Source: an optimization exercise on an open RTL-to-GDS flow (aim: small area). Production flows keep margins and buffers that such runs may drop.
In this exercise RTL edits were held to simulation tests only and were not proved equivalent to the original.
Power is estimated from default activity; no workload was simulated.

==> build 8 <==
## sc_axi_slave
module sc_axi_slave # (
  parameter P_AD_W = 32,
  parameter P_DT_W = 32,
  parameter P_ID_W = 8
) (
  input S_AXI_ACLK,
  input S_AXI_ARESETN,
  input [P_ID_W-1:0] S_AXI_AWID,
  input [P_AD_W-1:0] S_AXI_AWADDR,
  input [7:0] S_AXI_AWLEN,
  input [2:0] S_AXI_AWSIZE,
  input [1:0] S_AXI_AWBURST,
  input S_AXI_AWLOCK,
  input [3:0] S_AXI_AWCACHE,
  input [2:0] S_AXI_AWPROT,
  input S_AXI_AWVALID,
  output reg S_AXI_AWREADY,
  input [P_DT_W-1:0] S_AXI_WDATA,
  input [P_DT_W/8-1:0] S_AXI_WSTRB,
  input S_AXI_WLAST,
  input S_AXI_WVALID,
  output reg S_AXI_WREADY,
  output reg [P_ID_W-1:0] S_AXI_BID,
  output [1:0] S_AXI_BRESP,
  output reg S_AXI_BVALID,
  input S_AXI_BREADY,
  input [P_ID_W-1:0] S_AXI_ARID,
  input [P_AD_W-1:0] S_AXI_ARADDR,
  input [7:0] S_AXI_ARLEN,
  input [2:0] S_AXI_ARSIZE,
  input [1:0] S_AXI_ARBURST,
  input S_AXI_ARLOCK,
  input [3:0] S_AXI_ARCACHE,
  input [2:0] S_AXI_ARPROT,
  input S_AXI_ARVALID,
  output reg S_AXI_ARREADY,
  output reg [P_ID_W-1:0] S_AXI_RID,
  output reg [P_DT_W-1:0] S_AXI_RDATA,
  output [1:0] S_AXI_RRESP,
  output reg S_AXI_RLAST,
  output reg S_AXI_RVALID,
  input S_AXI_RREADY,
  output reg REG_WEN,
  output reg [P_AD_W-1:0] REG_WADDR,
  output reg [P_DT_W/8-1:0] REG_WBTEN,
  output [P_DT_W-1:0] REG_WDATA,
  output reg REG_REN,
  output reg [P_AD_W-1:0] REG_RADDR,
  input [P_DT_W-1:0] REG_RDATA,
  input REG_WACCERR,
  input REG_RACCERR,
  input REG_RWAIT
);
localparam [2:0] M_HOLD = 3'd0,   
                 M_W2   = 3'd1,   
                 M_W4   = 3'd2,
                 M_W8   = 3'd3,
                 M_W16  = 3'd4,
                 M_INCR = 3'd5;   
function [2:0] f_mode;
  input [1:0] burst;
  input [7:0] len;
  begin
    if (burst == 2'b01)
      f_mode = M_INCR;
    else if (burst == 2'b10)
      case (len)
        8'h01:   f_mode = M_W2;
        8'h03:   f_mode = M_W4;
        8'h07:   f_mode = M_W8;
        8'h0F:   f_mode = M_W16;
        default: f_mode = M_INCR;
      endcase
    else
      f_mode = M_HOLD;
  end
endfunction
function [1:0] f_size;
  input [2:0] size;
  f_size = size[2] ? 2'd3 : size[1:0];
endfunction
function [3:0] f_bten;
  input [1:0] szc;
  input [1:0] a;
  case (szc)
    2'd0:    f_bten = 4'b0001 << a;
    2'd1:    f_bten = 4'b0011 << a;
    2'd2:    f_bten = 4'b1111 << a;
    default: f_bten = 4'b1111;
  endcase
endfunction
function [P_AD_W-1:0] f_step;
  ...
export LEC_CHECK = 0
export CAP_MARGIN = 20
export CORE_MARGIN = 2
export CORE_UTILIZATION = 65
export CTS_BUF_LIST = sky130_fd_sc_hd__clkbuf_4
export SLEW_MARGIN = 20
create_clock -name core_clock -period 5.0 [get_ports {S_AXI_ACLK}]
run.sh (not shown) runs the stock make flow with config.mk's settings and CLKGATE_MAP_FILE= SYNTH_SCRIPT=/design/flow/synth_recipe.tcl, a recipe that flattens the netlist after the stock synthesis.
==> trial 51 (differences from build 8) <==
--- a/flow/design.v
+++ b/flow/design.v
@@ -88,40 +88,55 @@
     2'd2:    f_bten = 4'b1111 << a;
     default: f_bten = 4'b1111;
   endcase
 endfunction
 function [P_AD_W-1:0] f_step;
   input [2:0] mode;
   input [P_AD_W-1:0] a;
-  reg [P_AD_W-3:0] inc;
   reg [P_AD_W-3:0] lim;
+  reg c;
   reg wrap;
   integer k;
   begin
-    inc = a[P_AD_W-1:2] + 1'b1;
     case (mode)
       M_W2:    begin lim = 1;  wrap = a[2];      end
       M_W4:    begin lim = 3;  wrap = &a[3:2];   end
       M_W8:    begin lim = 7;  wrap = &a[4:2];   end
       M_W16:   begin lim = 15; wrap = &a[5:2];   end
       M_INCR:  begin lim = {(P_AD_W-2){1'b1}}; wrap = 1'b0; end
       default: begin lim = 0;  wrap = 1'b0;      end
     endcase
-    for (k = 0; k < P_AD_W-2; k = k + 1)
-      f_step[k+2] = lim[k] ? inc[k] : a[k+2];
+    c = 1'b1;
+    for (k = 0; k < P_AD_W-2; k = k + 1) begin
+      f_step[k+2] = a[k+2] ^ (c & lim[k]);
+      c = c & a[k+2];
+    end
     f_step[1:0] = wrap ? 2'b00 : a[1:0];
   end
 endfunction
+function [7:0] f_dec8;
+  input [7:0] v;
+  reg b;
+  integer k;
+  begin
+    b = 1'b1;
+    for (k = 0; k < 8; k = k + 1) begin
+      f_dec8[k] = v[k] ^ b;
+      b = b & ~v[k];
+    end
+  end
+endfunction
 reg [2:0] r_rstn_retim;
 reg r_rstn_pedge;
 wire w_axi_awen;
 wire w_axi_wen;
 wire w_axi_ben;
 reg [1:0] r_wch_status;
 reg r_aw_lat_wflg;
+reg r_aw_lat_vld0, r_aw_lat_vld1;   
 reg [P_ID_W-1:0] r_awid_lat0, r_awid_lat1;
 reg [P_AD_W-1:0] r_awaddr_lat0, r_awaddr_lat1;
 reg [2:0] r_awmode_lat0, r_awmode_lat1;
 reg [1:0] r_awsize_lat0, r_awsize_lat1;
 reg r_aw_lat_full;
 reg [P_DT_W-1:0] r_wdata_lat;
 reg [P_DT_W/8-1:0] r_wstrb_lat;
@@ -142,20 +157,19 @@
 reg r_rresp;
 assign S_AXI_BRESP = {r_bresp, 1'b0};
 assign S_AXI_RRESP = {r_rresp, 1'b0};
 assign REG_WDATA   = r_wdata_lat;
 always @ (posedge S_AXI_ACLK or negedge S_AXI_ARESETN) begin
   if (!S_AXI_ARESETN) begin
     r_rstn_retim <= 0;
-    r_rstn_pedge <= 0;
   end else begin
-    r_rstn_retim <= {r_rstn_retim[1:0], 1'b1};
-    r_rstn_pedge <= r_rstn_retim[1] & ~r_rstn_retim[2];
+    r_rstn_retim <= {r_rstn_retim[1], r_rstn_retim[1] | r_rstn_retim[0], ~r_rstn_retim[2]};
   end
 end
+always @* r_rstn_pedge = r_rstn_retim[2] & r_rstn_retim[0];
 assign w_axi_awen = S_AXI_AWVALID & S_AXI_AWREADY;
 assign w_axi_wen  = S_AXI_WVALID  & S_AXI_WREADY;
 assign w_axi_ben  = S_AXI_BVALID  & S_AXI_BREADY;
 always @ (posedge S_AXI_ACLK or negedge S_AXI_ARESETN) begin
   if (!S_AXI_ARESETN) begin
     r_wch_status <= 2'b01;
   end else if (w_axi_awen & (w_axi_wen & S_AXI_WLAST)) begin
@@ -195,48 +209,51 @@
     S_AXI_BVALID <= 0;
   end else if (w_bset) begin
     S_AXI_BVALID <= 1;
   end else if (S_AXI_BREADY) begin
     S_AXI_BVALID <= 0;
   end
 end
-wire [P_ID_W-1:0] w_lat_id   = r_aw_lat_rflg ? r_awid_lat1   : r_awid_lat0;
-wire [P_AD_W-1:0] w_lat_addr = r_aw_lat_rflg ? r_awaddr_lat1 : r_awaddr_lat0;
-wire [2:0]        w_lat_mode = r_aw_lat_rflg ? r_awmode_lat1 : r_awmode_lat0;
-wire [1:0]        w_lat_size = r_aw_lat_rflg ? r_awsize_lat1 : r_awsize_lat0;
+wire w_rd0 = ~r_aw_lat_rflg & r_aw_lat_vld0;
+wire w_rd1 =  r_aw_lat_rflg & r_aw_lat_vld1;
+wire [P_ID_W-1:0] w_lat_id   = ({P_ID_W{w_rd1}} & r_awid_lat1)   | ({P_ID_W{w_rd0}} & r_awid_lat0);
+wire [P_AD_W-1:0] w_lat_addr = ({P_AD_W{w_rd1}} & r_awaddr_lat1) | ({P_AD_W{w_rd0}} & r_awaddr_lat0);
+wire [2:0]        w_lat_mode = ({3{w_rd1}} & r_awmode_lat1) | ({3{w_rd0}} & r_awmode_lat0);
+wire [1:0]        w_lat_size = ({2{w_rd1}} & r_awsize_lat1) | ({2{w_rd0}} & r_awsize_lat0);
 wire [2:0] w_aw_mode = f_mode(S_AXI_AWBURST, S_AXI_AWLEN);
 wire [1:0] w_aw_size = f_size(S_AXI_AWSIZE);
+wire w_st2      = r_wch_status >= 2'b10;
+wire w_bsel_wid = w_st2 & r_wstate;
+wire w_bsel_l1  = w_st2 & ~r_wstate & w_rd1;
+wire w_bsel_l0  = w_st2 & ~r_wstate & w_rd0;
+wire w_bsel_aw  = ~w_st2;
 always @ (posedge S_AXI_ACLK) begin
   if (w_bset) begin
     r_bresp <= REG_WACCERR;
-    if (r_wch_status >= 2'b10) begin
-      if (r_wstate)
-        S_AXI_BID <= r_wid;
-      else
-        S_AXI_BID <= w_lat_id;
-    end else begin
-      S_AXI_BID <= S_AXI_AWID;
-    end
+    S_AXI_BID <= ({P_ID_W{w_bsel_wid}} & r_wid) | ({P_ID_W{w_bsel_l1}} & r_awid_lat1) |
+                 ({P_ID_W{w_bsel_l0}} & r_awid_lat0) | ({P_ID_W{w_bsel_aw}} & S_AXI_AWID);
   end
 end
 wire w_lat_we = w_axi_awen & (r_wch_status >= 2'b10 |
                               (r_wch_status == 2'b01 & ~S_AXI_WVALID));
 always @ (posedge S_AXI_ACLK or negedge S_AXI_ARESETN) begin
   if (!S_AXI_ARESETN) begin
     r_aw_lat_wflg <= 0;
-    r_awid_lat0   <= 0;
-    r_awid_lat1   <= 0;
-    r_awaddr_lat0 <= 0;
-    r_awaddr_lat1 <= 0;
-    r_awmode_lat0 <= M_HOLD;
-    r_awmode_lat1 <= M_HOLD;
-    r_awsize_lat0 <= 0;
-    r_awsize_lat1 <= 0;
+    r_aw_lat_vld0 <= 0;
+    r_aw_lat_vld1 <= 0;
   end else if (w_lat_we) begin
     r_aw_lat_wflg <= ~r_aw_lat_wflg;
+    if (r_aw_lat_wflg)
+      r_aw_lat_vld1 <= 1;
+    else
+      r_aw_lat_vld0 <= 1;
+  end
+end
+always @ (posedge S_AXI_ACLK) begin
+  if (w_lat_we) begin
     if (r_aw_lat_wflg) begin
       r_awid_lat1   <= S_AXI_AWID;
       r_awaddr_lat1 <= S_AXI_AWADDR;
       r_awmode_lat1 <= w_aw_mode;
       r_awsize_lat1 <= w_aw_size;
     end else begin
       r_awid_lat0   <= S_AXI_AWID;
@@ -287,22 +304,28 @@
     REG_WEN  <= w_axi_wen;
   end
 end
 always @ (posedge S_AXI_ACLK) begin
   if (~r_wstate) begin
     r_wid     <= w_src_id;
     r_wmode   <= w_src_mode;
-    REG_WADDR <= w_src_addr;
     REG_WBTEN <= f_bten(w_src_size, w_src_addr[1:0]) &
                  (w_src_size == 2'd3 ? 4'b1111 : w_src_strb);
   end else begin
-    REG_WADDR <= w_axi_wen ? f_step(r_wmode, REG_WADDR) : {P_AD_W{1'b0}};
     REG_WBTEN <= w_axi_wen ? REG_WBTEN : 4'b0000;
   end
 end
+wire w_sa1 = ~r_wstate & w_start_lat & w_rd1;
+wire w_sa0 = ~r_wstate & w_start_lat & w_rd0;
+wire w_saw = ~r_wstate & ~w_start_lat;
+wire w_sst =  r_wstate & w_axi_wen;
+always @ (posedge S_AXI_ACLK) begin
+  REG_WADDR <= ({P_AD_W{w_sa1}} & r_awaddr_lat1) | ({P_AD_W{w_sa0}} & r_awaddr_lat0) |
+               ({P_AD_W{w_saw}} & S_AXI_AWADDR)  | ({P_AD_W{w_sst}} & f_step(r_wmode, REG_WADDR));
+end
 assign w_axi_aren = S_AXI_ARVALID & S_AXI_ARREADY;
 assign w_axi_ren  = S_AXI_RVALID  & S_AXI_RREADY;
 always @ (posedge S_AXI_ACLK or negedge S_AXI_ARESETN) begin
   if (!S_AXI_ARESETN) begin
     S_AXI_ARREADY <= 0;
   end else if (r_rstn_pedge) begin
     S_AXI_ARREADY <= 1;
@@ -330,35 +353,36 @@
 end
 always @ (posedge S_AXI_ACLK) begin
   if (~REG_REN) begin
     r_rmode   <= f_mode(S_AXI_ARBURST, S_AXI_ARLEN);
     r_rrem    <= S_AXI_ARLEN;
     REG_RADDR <= S_AXI_ARADDR;
   end else begin
-    r_rrem    <= r_rrem - 8'h01;
+    r_rrem    <= f_dec8(r_rrem);
     REG_RADDR <= f_step(r_rmode, REG_RADDR);
   end
 end
+wire w_ext_done = (r_wait_cnt != 4'd0) & (r_read_extend_cnt >= r_wait_cnt - 4'd1);
 always @ (posedge S_AXI_ACLK or negedge S_AXI_ARESETN) begin
   if (!S_AXI_ARESETN) begin
     r_wait_flg <= 0;
     r_wait_cnt <= 0;
   end else if (REG_RWAIT) begin
     r_wait_flg <= 1;
     r_wait_cnt <= r_wait_cnt + 1;
-  end else if (~REG_REN & r_read_extend_cnt >= r_wait_cnt - 1) begin
+  end else if (~REG_REN & w_ext_done) begin
     r_wait_flg <= 0;
     r_wait_cnt <= 0;
   end
 end
 always @ (posedge S_AXI_ACLK or negedge S_AXI_ARESETN) begin
   if (!S_AXI_ARESETN) begin
     r_read_extend_cnt <= 0;
   end else if (~REG_REN & r_wait_flg) begin
-    if (~REG_RWAIT & r_read_extend_cnt >= r_wait_cnt - 1)
+    if (~REG_RWAIT & w_ext_done)
       r_read_extend_cnt <= 0;
     else
       r_read_extend_cnt <= r_read_extend_cnt + 1;
   end else begin
     r_read_extend_cnt <= 0;
   end
 end
@@ -373,11 +397,11 @@
   if (S_AXI_RREADY) begin
     S_AXI_RID   <= r_arid_lat;
     r_rresp     <= REG_RACCERR;
     S_AXI_RDATA <= REG_RDATA & {{8{r_reg_rbten[3]}}, {8{r_reg_rbten[2]}},
                                 {8{r_reg_rbten[1]}}, {8{r_reg_rbten[0]}}};
     S_AXI_RLAST <= ~REG_RWAIT &
                    ((~r_wait_flg &  REG_REN & w_rlast_beat) |
-                    ( r_wait_flg & ~REG_REN & r_read_extend_cnt >= r_wait_cnt - 1));
+                    ( r_wait_flg & ~REG_REN & w_ext_done));
   end
 end
 endmodule
==> flow/flow/run.sh (new file) <==
#!/bin/bash
# Standard ORFS layout (the standard.sh) with two changes:
#  - port buffers use the smallest buffer cell (sky130_fd_sc_hd__buf_1)
#  - clock tree: clkbuf_8 only, sink clusters of 20, no dummy loads
set -o pipefail
export BUFFER_PORTS_ARGS="-buffer_cell sky130_fd_sc_hd__buf_1"
export CTS_ARGS="-sink_clustering_enable -repair_clock_nets -dont_use_dummy_load -buf_list sky130_fd_sc_hd__clkbuf_8 -sink_clustering_size 20 -sink_clustering_max_diameter 50"
bash standard.sh > standard.log 2>&1
==> flow/standard.sh (new file) <==
#!/bin/bash
# synth_recipe.tcl (not shown) runs the flow's synth.tcl, then flattens the netlist and writes it again
# the make line also repeats each setting of config.mk as NAME=value (left out here)
make -C /OpenROAD-flow-scripts/flow DESIGN_CONFIG=/design/flow/config.mk WORK_HOME=/design/flow/orfs CLKGATE_MAP_FILE= SYNTH_SCRIPT=/design/flow/synth_recipe.tcl "${@:-finish}"
- CORE_UTILIZATION: 65 -> 70
- CTS_BUF_LIST: sky130_fd_sc_hd__clkbuf_4 -> unset
removed: flow/run.sh
==> build 68 (differences from build 8) <==
- CORE_UTILIZATION: 65 -> 40
- CTS_BUF_LIST: sky130_fd_sc_hd__clkbuf_4 -> unset
==> trial 47 (differences from build 8) <==
--- a/flow/design.v
+++ b/flow/design.v
@@ -88,40 +88,55 @@
     2'd2:    f_bten = 4'b1111 << a;
     default: f_bten = 4'b1111;
   endcase
 endfunction
 function [P_AD_W-1:0] f_step;
   input [2:0] mode;
   input [P_AD_W-1:0] a;
-  reg [P_AD_W-3:0] inc;
   reg [P_AD_W-3:0] lim;
+  reg c;
   reg wrap;
   integer k;
   begin
-    inc = a[P_AD_W-1:2] + 1'b1;
     case (mode)
       M_W2:    begin lim = 1;  wrap = a[2];      end
       M_W4:    begin lim = 3;  wrap = &a[3:2];   end
       M_W8:    begin lim = 7;  wrap = &a[4:2];   end
       M_W16:   begin lim = 15; wrap = &a[5:2];   end
       M_INCR:  begin lim = {(P_AD_W-2){1'b1}}; wrap = 1'b0; end
       default: begin lim = 0;  wrap = 1'b0;      end
     endcase
-    for (k = 0; k < P_AD_W-2; k = k + 1)
-      f_step[k+2] = lim[k] ? inc[k] : a[k+2];
+    c = 1'b1;
+    for (k = 0; k < P_AD_W-2; k = k + 1) begin
+      f_step[k+2] = a[k+2] ^ (c & lim[k]);
+      c = c & a[k+2];
+    end
     f_step[1:0] = wrap ? 2'b00 : a[1:0];
   end
 endfunction
+function [7:0] f_dec8;
+  input [7:0] v;
+  reg b;
+  integer k;
+  begin
+    b = 1'b1;
+    for (k = 0; k < 8; k = k + 1) begin
+      f_dec8[k] = v[k] ^ b;
+      b = b & ~v[k];
+    end
+  end
+endfunction
 reg [2:0] r_rstn_retim;
 reg r_rstn_pedge;
 wire w_axi_awen;
 wire w_axi_wen;
 wire w_axi_ben;
 reg [1:0] r_wch_status;
 reg r_aw_lat_wflg;
+reg r_aw_lat_vld0, r_aw_lat_vld1;   
 reg [P_ID_W-1:0] r_awid_lat0, r_awid_lat1;
 reg [P_AD_W-1:0] r_awaddr_lat0, r_awaddr_lat1;
 reg [2:0] r_awmode_lat0, r_awmode_lat1;
 reg [1:0] r_awsize_lat0, r_awsize_lat1;
 reg r_aw_lat_full;
 reg [P_DT_W-1:0] r_wdata_lat;
 reg [P_DT_W/8-1:0] r_wstrb_lat;
@@ -142,20 +157,19 @@
 reg r_rresp;
 assign S_AXI_BRESP = {r_bresp, 1'b0};
 assign S_AXI_RRESP = {r_rresp, 1'b0};
 assign REG_WDATA   = r_wdata_lat;
 always @ (posedge S_AXI_ACLK or negedge S_AXI_ARESETN) begin
   if (!S_AXI_ARESETN) begin
     r_rstn_retim <= 0;
-    r_rstn_pedge <= 0;
   end else begin
-    r_rstn_retim <= {r_rstn_retim[1:0], 1'b1};
-    r_rstn_pedge <= r_rstn_retim[1] & ~r_rstn_retim[2];
+    r_rstn_retim <= {r_rstn_retim[1], r_rstn_retim[1] | r_rstn_retim[0], ~r_rstn_retim[2]};
   end
 end
+always @* r_rstn_pedge = r_rstn_retim[2] & r_rstn_retim[0];
 assign w_axi_awen = S_AXI_AWVALID & S_AXI_AWREADY;
 assign w_axi_wen  = S_AXI_WVALID  & S_AXI_WREADY;
 assign w_axi_ben  = S_AXI_BVALID  & S_AXI_BREADY;
 always @ (posedge S_AXI_ACLK or negedge S_AXI_ARESETN) begin
   if (!S_AXI_ARESETN) begin
     r_wch_status <= 2'b01;
   end else if (w_axi_awen & (w_axi_wen & S_AXI_WLAST)) begin
@@ -195,18 +209,20 @@
     S_AXI_BVALID <= 0;
   end else if (w_bset) begin
     S_AXI_BVALID <= 1;
   end else if (S_AXI_BREADY) begin
     S_AXI_BVALID <= 0;
   end
 end
-wire [P_ID_W-1:0] w_lat_id   = r_aw_lat_rflg ? r_awid_lat1   : r_awid_lat0;
-wire [P_AD_W-1:0] w_lat_addr = r_aw_lat_rflg ? r_awaddr_lat1 : r_awaddr_lat0;
-wire [2:0]        w_lat_mode = r_aw_lat_rflg ? r_awmode_lat1 : r_awmode_lat0;
-wire [1:0]        w_lat_size = r_aw_lat_rflg ? r_awsize_lat1 : r_awsize_lat0;
+wire w_rd0 = ~r_aw_lat_rflg & r_aw_lat_vld0;
+wire w_rd1 =  r_aw_lat_rflg & r_aw_lat_vld1;
+wire [P_ID_W-1:0] w_lat_id   = ({P_ID_W{w_rd1}} & r_awid_lat1)   | ({P_ID_W{w_rd0}} & r_awid_lat0);
+wire [P_AD_W-1:0] w_lat_addr = ({P_AD_W{w_rd1}} & r_awaddr_lat1) | ({P_AD_W{w_rd0}} & r_awaddr_lat0);
+wire [2:0]        w_lat_mode = ({3{w_rd1}} & r_awmode_lat1) | ({3{w_rd0}} & r_awmode_lat0);
+wire [1:0]        w_lat_size = ({2{w_rd1}} & r_awsize_lat1) | ({2{w_rd0}} & r_awsize_lat0);
 wire [2:0] w_aw_mode = f_mode(S_AXI_AWBURST, S_AXI_AWLEN);
 wire [1:0] w_aw_size = f_size(S_AXI_AWSIZE);
 always @ (posedge S_AXI_ACLK) begin
   if (w_bset) begin
     r_bresp <= REG_WACCERR;
     if (r_wch_status >= 2'b10) begin
       if (r_wstate)
@@ -219,24 +235,26 @@
   end
 end
 wire w_lat_we = w_axi_awen & (r_wch_status >= 2'b10 |
                               (r_wch_status == 2'b01 & ~S_AXI_WVALID));
 always @ (posedge S_AXI_ACLK or negedge S_AXI_ARESETN) begin
   if (!S_AXI_ARESETN) begin
     r_aw_lat_wflg <= 0;
-    r_awid_lat0   <= 0;
-    r_awid_lat1   <= 0;
-    r_awaddr_lat0 <= 0;
-    r_awaddr_lat1 <= 0;
-    r_awmode_lat0 <= M_HOLD;
-    r_awmode_lat1 <= M_HOLD;
-    r_awsize_lat0 <= 0;
-    r_awsize_lat1 <= 0;
+    r_aw_lat_vld0 <= 0;
+    r_aw_lat_vld1 <= 0;
   end else if (w_lat_we) begin
     r_aw_lat_wflg <= ~r_aw_lat_wflg;
+    if (r_aw_lat_wflg)
+      r_aw_lat_vld1 <= 1;
+    else
+      r_aw_lat_vld0 <= 1;
+  end
+end
+always @ (posedge S_AXI_ACLK) begin
+  if (w_lat_we) begin
     if (r_aw_lat_wflg) begin
       r_awid_lat1   <= S_AXI_AWID;
       r_awaddr_lat1 <= S_AXI_AWADDR;
       r_awmode_lat1 <= w_aw_mode;
       r_awsize_lat1 <= w_aw_size;
     end else begin
       r_awid_lat0   <= S_AXI_AWID;
@@ -330,35 +348,36 @@
 end
 always @ (posedge S_AXI_ACLK) begin
   if (~REG_REN) begin
     r_rmode   <= f_mode(S_AXI_ARBURST, S_AXI_ARLEN);
     r_rrem    <= S_AXI_ARLEN;
     REG_RADDR <= S_AXI_ARADDR;
   end else begin
-    r_rrem    <= r_rrem - 8'h01;
+    r_rrem    <= f_dec8(r_rrem);
     REG_RADDR <= f_step(r_rmode, REG_RADDR);
   end
 end
+wire w_ext_done = (r_wait_cnt != 4'd0) & (r_read_extend_cnt >= r_wait_cnt - 4'd1);
 always @ (posedge S_AXI_ACLK or negedge S_AXI_ARESETN) begin
   if (!S_AXI_ARESETN) begin
     r_wait_flg <= 0;
     r_wait_cnt <= 0;
   end else if (REG_RWAIT) begin
     r_wait_flg <= 1;
     r_wait_cnt <= r_wait_cnt + 1;
-  end else if (~REG_REN & r_read_extend_cnt >= r_wait_cnt - 1) begin
+  end else if (~REG_REN & w_ext_done) begin
     r_wait_flg <= 0;
     r_wait_cnt <= 0;
   end
 end
 always @ (posedge S_AXI_ACLK or negedge S_AXI_ARESETN) begin
   if (!S_AXI_ARESETN) begin
     r_read_extend_cnt <= 0;
   end else if (~REG_REN & r_wait_flg) begin
-    if (~REG_RWAIT & r_read_extend_cnt >= r_wait_cnt - 1)
+    if (~REG_RWAIT & w_ext_done)
       r_read_extend_cnt <= 0;
     else
       r_read_extend_cnt <= r_read_extend_cnt + 1;
   end else begin
     r_read_extend_cnt <= 0;
   end
 end
@@ -373,11 +392,11 @@
   if (S_AXI_RREADY) begin
     S_AXI_RID   <= r_arid_lat;
     r_rresp     <= REG_RACCERR;
     S_AXI_RDATA <= REG_RDATA & {{8{r_reg_rbten[3]}}, {8{r_reg_rbten[2]}},
                                 {8{r_reg_rbten[1]}}, {8{r_reg_rbten[0]}}};
     S_AXI_RLAST <= ~REG_RWAIT &
                    ((~r_wait_flg &  REG_REN & w_rlast_beat) |
-                    ( r_wait_flg & ~REG_REN & r_read_extend_cnt >= r_wait_cnt - 1));
+                    ( r_wait_flg & ~REG_REN & w_ext_done));
   end
 end
 endmodule
==> flow/flow/run.sh (new file) <==
#!/bin/bash
# Standard ORFS layout (the standard.sh) with two changes:
#  - port buffers use the smallest buffer cell (sky130_fd_sc_hd__buf_1)
#  - clock tree: clkbuf_8 only, sink clusters of 20, no dummy loads
set -o pipefail
export BUFFER_PORTS_ARGS="-buffer_cell sky130_fd_sc_hd__buf_1"
export CTS_ARGS="-sink_clustering_enable -repair_clock_nets -dont_use_dummy_load -buf_list sky130_fd_sc_hd__clkbuf_8 -sink_clustering_size 20 -sink_clustering_max_diameter 50"
bash standard.sh > standard.log 2>&1
==> flow/standard.sh (new file) <==
#!/bin/bash
# synth_recipe.tcl (not shown) runs the flow's synth.tcl, then flattens the netlist and writes it again
# the make line also repeats each setting of config.mk as NAME=value (left out here)
make -C /OpenROAD-flow-scripts/flow DESIGN_CONFIG=/design/flow/config.mk WORK_HOME=/design/flow/orfs CLKGATE_MAP_FILE= SYNTH_SCRIPT=/design/flow/synth_recipe.tcl "${@:-finish}"
- CORE_UTILIZATION: 65 -> 70
- CTS_BUF_LIST: sky130_fd_sc_hd__clkbuf_4 -> unset
removed: flow/run.sh
==> summary.txt <==
	build 68	trial 51	build 8	trial 47
CP max-delay cell	sky130_fd_sc_hd__clkdlybuf4s50_1	sky130_fd_sc_hd__clkinv_1	sky130_fd_sc_hd__dfrtp_2	sky130_fd_sc_hd__buf_4
Flops & latches, synth	305	306	305	306
Peak clock frequency supported by timing	312 MHz	362 MHz	311 MHz	341 MHz
Post-synthesis average cell area	12.4 um2	12.6 um2	12.4 um2	12.3 um2
Total placed instance area	17,900 um2	13,900 um2	17,700 um2	14,200 um2
Multi-input logic area	5370 um2	3930 um2	5370 um2	4170 um2
Placeable core region	34,600 um2	17,400 um2	21,200 um2	17,900 um2
Synth cell types	61	57	61	61
Sequential Power	4.39 mW	3.90 mW	4.49 mW	3.92 mW
Routed WL per cell	17.2 um	17.0 um	19.4 um	18.7 um
Power density over the cells	559 nW/um2	505 nW/um2	561 nW/um2	517 nW/um2
Worst reg-to-reg path cell count	6	6	6	9
Number of sequential cells	305	306	305	306
Data arrival time of the critical path	2.20 ns	3.20 ns	3.64 ns	3.32 ns
Outcome	complete, no violations	complete, no violations	complete, no violations	complete, no violations
Post-layout minimum cycle time	3.20 ns	2.76 ns	3.22 ns	2.93 ns
Sw power	3.43 mW	2.51 mW	3.59 mW	2.75 mW
Hold path endpoint	r_rstn_retim[1]	r_rstn_retim[0]	r_rstn_retim[1]	r_rstn_retim[2]
Total power	10.7 mW	7.21 mW	10.5 mW	7.54 mW
P&R area growth vs syn	35.4%	14.7%	33.0%	14.3%
Clock root cell	sky130_fd_sc_hd__clkbuf_16	sky130_fd_sc_hd__clkbuf_8	sky130_fd_sc_hd__clkbuf_4	sky130_fd_sc_hd__clkbuf_8
Via count of the first global-routing pass	9,757	8,643	11,021	9,204

[separate check: timing with driven ports]
The flow's constraints put no driver on any port. The routed layouts listed below were extracted and timed again, unchanged, in two steps. Step 1 sets driving cells, clkbuf_16 on the clock port and buf_2 on the other inputs (assumed; they add their load-dependent delay and slew). Step 2 times the ports against the registers' clock, not the clock port: input delays grow and output delays shrink by t, the midpoint of the rising clock arrivals with the driver on. Three values: ideal, step 1, step 2; two values: the first two.
run | t (ns) | slack for setup (ns) | hold WS [ns] | worst register clock-pin slew, ns
build 8 | 0.715 | 1.784 / 1.784 / 1.335 | 0.371 / 0.371 / 0.371 | 0.08 / 0.08
trial 51 | 0.575 | 2.239 / 2.239 / 1.726 | 0.388 / 0.388 / 0.388 | 0.11 / 0.11
build 68 | 0.550 | 1.797 / 1.748 / 1.475 | 0.355 / 0.355 / 0.355 | 0.06 / 0.06
trial 47 | 0.584 | 2.065 / 2.050 / 1.467 | 0.335 / 0.335 / 0.335 | 0.11 / 0.11
After both steps every run listed still meets setup and hold. For trial 47, which loses most, drivers alone change the setup slack by -0.015 ns; drivers and shift together by -0.598 ns.
